This design comes from an exercise in tuning for small area, a short achievable clock period and few clock cycles per item on the open sky130 flow, not from production work.
At most, simulation tests tie the RTL to the original design; equivalence was not proved.

==> flow/design.v <==
module chunk_inner_loop(
	input logic [511:0] chunk, output logic [255:0] hash,
	input logic valid, reset, clk,
	output logic ready
);
localparam [1:0] IDLE = 2'd0, PREP = 2'd1, ROUND = 2'd2;
logic [1:0]  state;
logic [5:0]  n;               
logic [31:0] w [0:15];        
logic [31:0] a, b, c, d, e, f, g, h;
logic [31:0] hv [0:7];        
logic [31:0] da, de;          
function automatic [31:0] rotr(input [31:0] x, input integer s);
	rotr = (x >> s) | (x << (32 - s));
endfunction
function automatic [31:0] kconst(input [5:0] i);
	case (i)
		6'd0: kconst = 32'h428a2f98;  6'd1: kconst = 32'h71374491;  6'd2: kconst = 32'hb5c0fbcf;  6'd3: kconst = 32'he9b5dba5;
		6'd4: kconst = 32'h3956c25b;  6'd5: kconst = 32'h59f111f1;  6'd6: kconst = 32'h923f82a4;  6'd7: kconst = 32'hab1c5ed5;
		6'd8: kconst = 32'hd807aa98;  6'd9: kconst = 32'h12835b01;  6'd10: kconst = 32'h243185be; 6'd11: kconst = 32'h550c7dc3;
		6'd12: kconst = 32'h72be5d74; 6'd13: kconst = 32'h80deb1fe; 6'd14: kconst = 32'h9bdc06a7; 6'd15: kconst = 32'hc19bf174;
		6'd16: kconst = 32'he49b69c1; 6'd17: kconst = 32'hefbe4786; 6'd18: kconst = 32'h0fc19dc6; 6'd19: kconst = 32'h240ca1cc;
		6'd20: kconst = 32'h2de92c6f; 6'd21: kconst = 32'h4a7484aa; 6'd22: kconst = 32'h5cb0a9dc; 6'd23: kconst = 32'h76f988da;
		6'd24: kconst = 32'h983e5152; 6'd25: kconst = 32'ha831c66d; 6'd26: kconst = 32'hb00327c8; 6'd27: kconst = 32'hbf597fc7;
		6'd28: kconst = 32'hc6e00bf3; 6'd29: kconst = 32'hd5a79147; 6'd30: kconst = 32'h06ca6351; 6'd31: kconst = 32'h14292967;
		6'd32: kconst = 32'h27b70a85; 6'd33: kconst = 32'h2e1b2138; 6'd34: kconst = 32'h4d2c6dfc; 6'd35: kconst = 32'h53380d13;
		6'd36: kconst = 32'h650a7354; 6'd37: kconst = 32'h766a0abb; 6'd38: kconst = 32'h81c2c92e; 6'd39: kconst = 32'h92722c85;
		6'd40: kconst = 32'ha2bfe8a1; 6'd41: kconst = 32'ha81a664b; 6'd42: kconst = 32'hc24b8b70; 6'd43: kconst = 32'hc76c51a3;
		6'd44: kconst = 32'hd192e819; 6'd45: kconst = 32'hd6990624; 6'd46: kconst = 32'hf40e3585; 6'd47: kconst = 32'h106aa070;
		6'd48: kconst = 32'h19a4c116; 6'd49: kconst = 32'h1e376c08; 6'd50: kconst = 32'h2748774c; 6'd51: kconst = 32'h34b0bcb5;
		6'd52: kconst = 32'h391c0cb3; 6'd53: kconst = 32'h4ed8aa4a; 6'd54: kconst = 32'h5b9cca4f; 6'd55: kconst = 32'h682e6ff3;
		6'd56: kconst = 32'h748f82ee; 6'd57: kconst = 32'h78a5636f; 6'd58: kconst = 32'h84c87814; 6'd59: kconst = 32'h8cc70208;
		6'd60: kconst = 32'h90befffa; 6'd61: kconst = 32'ha4506ceb; 6'd62: kconst = 32'hbef9a3f7; default: kconst = 32'hc67178f2;
	endcase
endfunction
wire last = (state == ROUND) && (n == 6'd0);    
wire pre_last = (state == ROUND) && (n == 6'd63);  
wire [31:0] sig1 = rotr(e, 6) ^ rotr(e, 11) ^ rotr(e, 25);
wire [31:0] ch   = (e & f) ^ (~e & g);
wire [31:0] sig0 = rotr(a, 2) ^ rotr(a, 13) ^ rotr(a, 22);
wire [31:0] maj  = (a & b) ^ (a & c) ^ (b & c);
wire [31:0] a_new = da + sig1 + ch + sig0 + maj;
wire [31:0] e_new = de + sig1 + ch;
wire [31:0] kn   = kconst(n);
wire [31:0] hn   = (state == ROUND) ? g : h;
wire [31:0] dn   = (state == ROUND) ? c : d;
wire [31:0] wn   = (state == ROUND) ? w[1] : w[0];
wire [31:0] da_n = hn + kn + wn + (pre_last ? hv[0] : 32'd0);
wire [31:0] de_n = dn + hn + kn + wn + (pre_last ? hv[4] : 32'd0);
wire [31:0] s0w = rotr(w[1], 7) ^ rotr(w[1], 18) ^ (w[1] >> 3);
wire [31:0] s1w = rotr(w[14], 17) ^ rotr(w[14], 19) ^ (w[14] >> 10);
wire [31:0] w_new = w[0] + s0w + w[9] + s1w;
assign ready = (state == IDLE);
assign hash = {hv[0], hv[1], hv[2], hv[3], hv[4], hv[5], hv[6], hv[7]};
integer j;
always_ff @(posedge clk) begin
	if (state == IDLE) begin
		for (j = 0; j < 16; j++) w[j] <= chunk[511 - 32*j -: 32];
	end else if (state == ROUND) begin
		for (j = 0; j < 15; j++) w[j] <= w[j+1];
		w[15] <= w_new;
	end
	if (state == ROUND) begin
		a <= a_new; b <= a; c <= b; d <= c;
		e <= e_new; f <= e; g <= f; h <= g;
	end else if (state == IDLE) begin
		a <= hv[0]; b <= hv[1]; c <= hv[2]; d <= hv[3];
		e <= hv[4]; f <= hv[5]; g <= hv[6]; h <= hv[7];
	end
	da <= da_n;
	de <= de_n;
end
always_ff @(posedge clk) begin
	if (reset) begin
		state <= IDLE;
		n <= 6'd0;
		hv[0] <= 32'h6a09e667; hv[1] <= 32'hbb67ae85; hv[2] <= 32'h3c6ef372; hv[3] <= 32'ha54ff53a;
		hv[4] <= 32'h510e527f; hv[5] <= 32'h9b05688c; hv[6] <= 32'h1f83d9ab; hv[7] <= 32'h5be0cd19;
	end else begin
		case (state)
			IDLE: begin
				n <= 6'd0;
				if (valid) state <= PREP;
			end
			PREP: begin
				n <= 6'd1;
				state <= ROUND;
			end
			default: begin
				n <= n + 6'd1;
				if (last) begin
					state <= IDLE;
					hv[0] <= a_new;      hv[1] <= hv[1] + a; hv[2] <= hv[2] + b; hv[3] <= hv[3] + c;
					hv[4] <= e_new;      hv[5] <= hv[5] + e; hv[6] <= hv[6] + f; hv[7] <= hv[7] + g;
				end
			end
		endcase
	end
end
endmodule
Settings: LEC_CHECK=0, CAP_MARGIN=20, CORE_MARGIN=2, CORE_UTILIZATION=40, SLEW_MARGIN=20; clock period 12.0 ns.
run.sh (not shown) runs the stock make flow with config.mk's settings and CLKGATE_MAP_FILE= SYNTH_SCRIPT=/design/flow/synth_recipe.tcl, a recipe that flattens the netlist after the stock synthesis.
Testbench counts at the start, summed over its fixed seeds: cycles 12,680, items 192.
Change:
--- a/flow/design.v
+++ b/flow/design.v
@@ -32,39 +32,42 @@
 		6'd56: kconst = 32'h748f82ee; 6'd57: kconst = 32'h78a5636f; 6'd58: kconst = 32'h84c87814; 6'd59: kconst = 32'h8cc70208;
 		6'd60: kconst = 32'h90befffa; 6'd61: kconst = 32'ha4506ceb; 6'd62: kconst = 32'hbef9a3f7; default: kconst = 32'hc67178f2;
 	endcase
 endfunction
-wire last = (state == ROUND) && (n == 6'd0);    
-wire pre_last = (state == ROUND) && (n == 6'd63);  
+wire rnd = (state == ROUND);
+wire last = rnd && (n == 6'd0);       
+wire pre_last = rnd && (n == 6'd63);  
+wire fin = rnd && (n == 6'd62 || n == 6'd63 || n == 6'd0);  
 wire [31:0] sig1 = rotr(e, 6) ^ rotr(e, 11) ^ rotr(e, 25);
 wire [31:0] ch   = (e & f) ^ (~e & g);
 wire [31:0] sig0 = rotr(a, 2) ^ rotr(a, 13) ^ rotr(a, 22);
 wire [31:0] maj  = (a & b) ^ (a & c) ^ (b & c);
 wire [31:0] a_new = da + sig1 + ch + sig0 + maj;
 wire [31:0] e_new = de + sig1 + ch;
 wire [31:0] kn   = kconst(n);
-wire [31:0] hn   = (state == ROUND) ? g : h;
-wire [31:0] dn   = (state == ROUND) ? c : d;
-wire [31:0] wn   = (state == ROUND) ? w[1] : w[0];
-wire [31:0] da_n = hn + kn + wn + (pre_last ? hv[0] : 32'd0);
-wire [31:0] de_n = dn + hn + kn + wn + (pre_last ? hv[4] : 32'd0);
+wire [31:0] hn   = rnd ? g : h;
+wire [31:0] dn   = rnd ? c : d;
+wire [31:0] da_n = hn + kn + w[0] + (pre_last ? hv[0] : 32'd0);
+wire [31:0] de_n = dn + hn + kn + w[0] + (pre_last ? hv[4] : 32'd0);
 wire [31:0] s0w = rotr(w[1], 7) ^ rotr(w[1], 18) ^ (w[1] >> 3);
 wire [31:0] s1w = rotr(w[14], 17) ^ rotr(w[14], 19) ^ (w[14] >> 10);
 wire [31:0] w_new = w[0] + s0w + w[9] + s1w;
+wire [31:0] fa_sum = hv[3] + a;
+wire [31:0] fe_sum = hv[7] + e;
 assign ready = (state == IDLE);
 assign hash = {hv[0], hv[1], hv[2], hv[3], hv[4], hv[5], hv[6], hv[7]};
 integer j;
 always_ff @(posedge clk) begin
 	if (state == IDLE) begin
 		for (j = 0; j < 16; j++) w[j] <= chunk[511 - 32*j -: 32];
-	end else if (state == ROUND) begin
+	end else begin
 		for (j = 0; j < 15; j++) w[j] <= w[j+1];
 		w[15] <= w_new;
 	end
-	if (state == ROUND) begin
+	if (rnd) begin
 		a <= a_new; b <= a; c <= b; d <= c;
 		e <= e_new; f <= e; g <= f; h <= g;
-	end else if (state == IDLE) begin
+	end else begin
 		a <= hv[0]; b <= hv[1]; c <= hv[2]; d <= hv[3];
 		e <= hv[4]; f <= hv[5]; g <= hv[6]; h <= hv[7];
 	end
 	da <= da_n;
@@ -89,10 +92,14 @@
 			default: begin
 				n <= n + 6'd1;
 				if (last) begin
 					state <= IDLE;
-					hv[0] <= a_new;      hv[1] <= hv[1] + a; hv[2] <= hv[2] + b; hv[3] <= hv[3] + c;
-					hv[4] <= e_new;      hv[5] <= hv[5] + e; hv[6] <= hv[6] + f; hv[7] <= hv[7] + g;
+					hv[0] <= a_new;
+					hv[4] <= e_new;
+				end
+				if (fin) begin
+					hv[1] <= fa_sum; hv[2] <= hv[1]; hv[3] <= hv[2];
+					hv[5] <= fe_sum; hv[6] <= hv[5]; hv[7] <= hv[6];
 				end
 			end
 		endcase
 	end
Sequential share of layout area is lower by 3.4 points.
Setup slack gets better by 100 ps.
Count of clock-buffer cells in the layout is higher by 7.
Routed wire length is lower by 11%.
Fmax is higher by about 1.6%.
Die area is lower by about 18%.
Function not checked in the second run of this note: the RTL went through the layout flow alone.

[separate check: timing with driven ports]
Ports are ideal in the flow. The routed layouts listed here were re-timed in OpenROAD.
Step 1 sets driving cells, clkbuf_16 on the clock port and buf_2 on the other inputs (assumed; they add their load-dependent delay and slew).
Step 2, shift: input delay + t, output delay - t, t = (earliest + latest rising clock arrival at the registers) / 2. This alone moves slack from input paths to output paths.
Three values: ideal, step 1, step 2; two values: the first two.
run	shift t [ns]	slack for setup (ns)	hold slack, ns	worst setup path at the end	worst register clock-pin slew, ns
the first run	0.899	5.469 / 5.469 / 5.310	0.491 / 0.491 / 0.491	input to register	0.07 / 0.07
the second run	0.851	5.573 / 5.573 / 5.573	0.412 / 0.412 / 0.412	register to register	0.07 / 0.07
After both steps setup and hold are still met in every run listed. The setup slack of the first run, which loses most, moves by 0.000 ns with the drivers and by -0.159 ns with both steps.
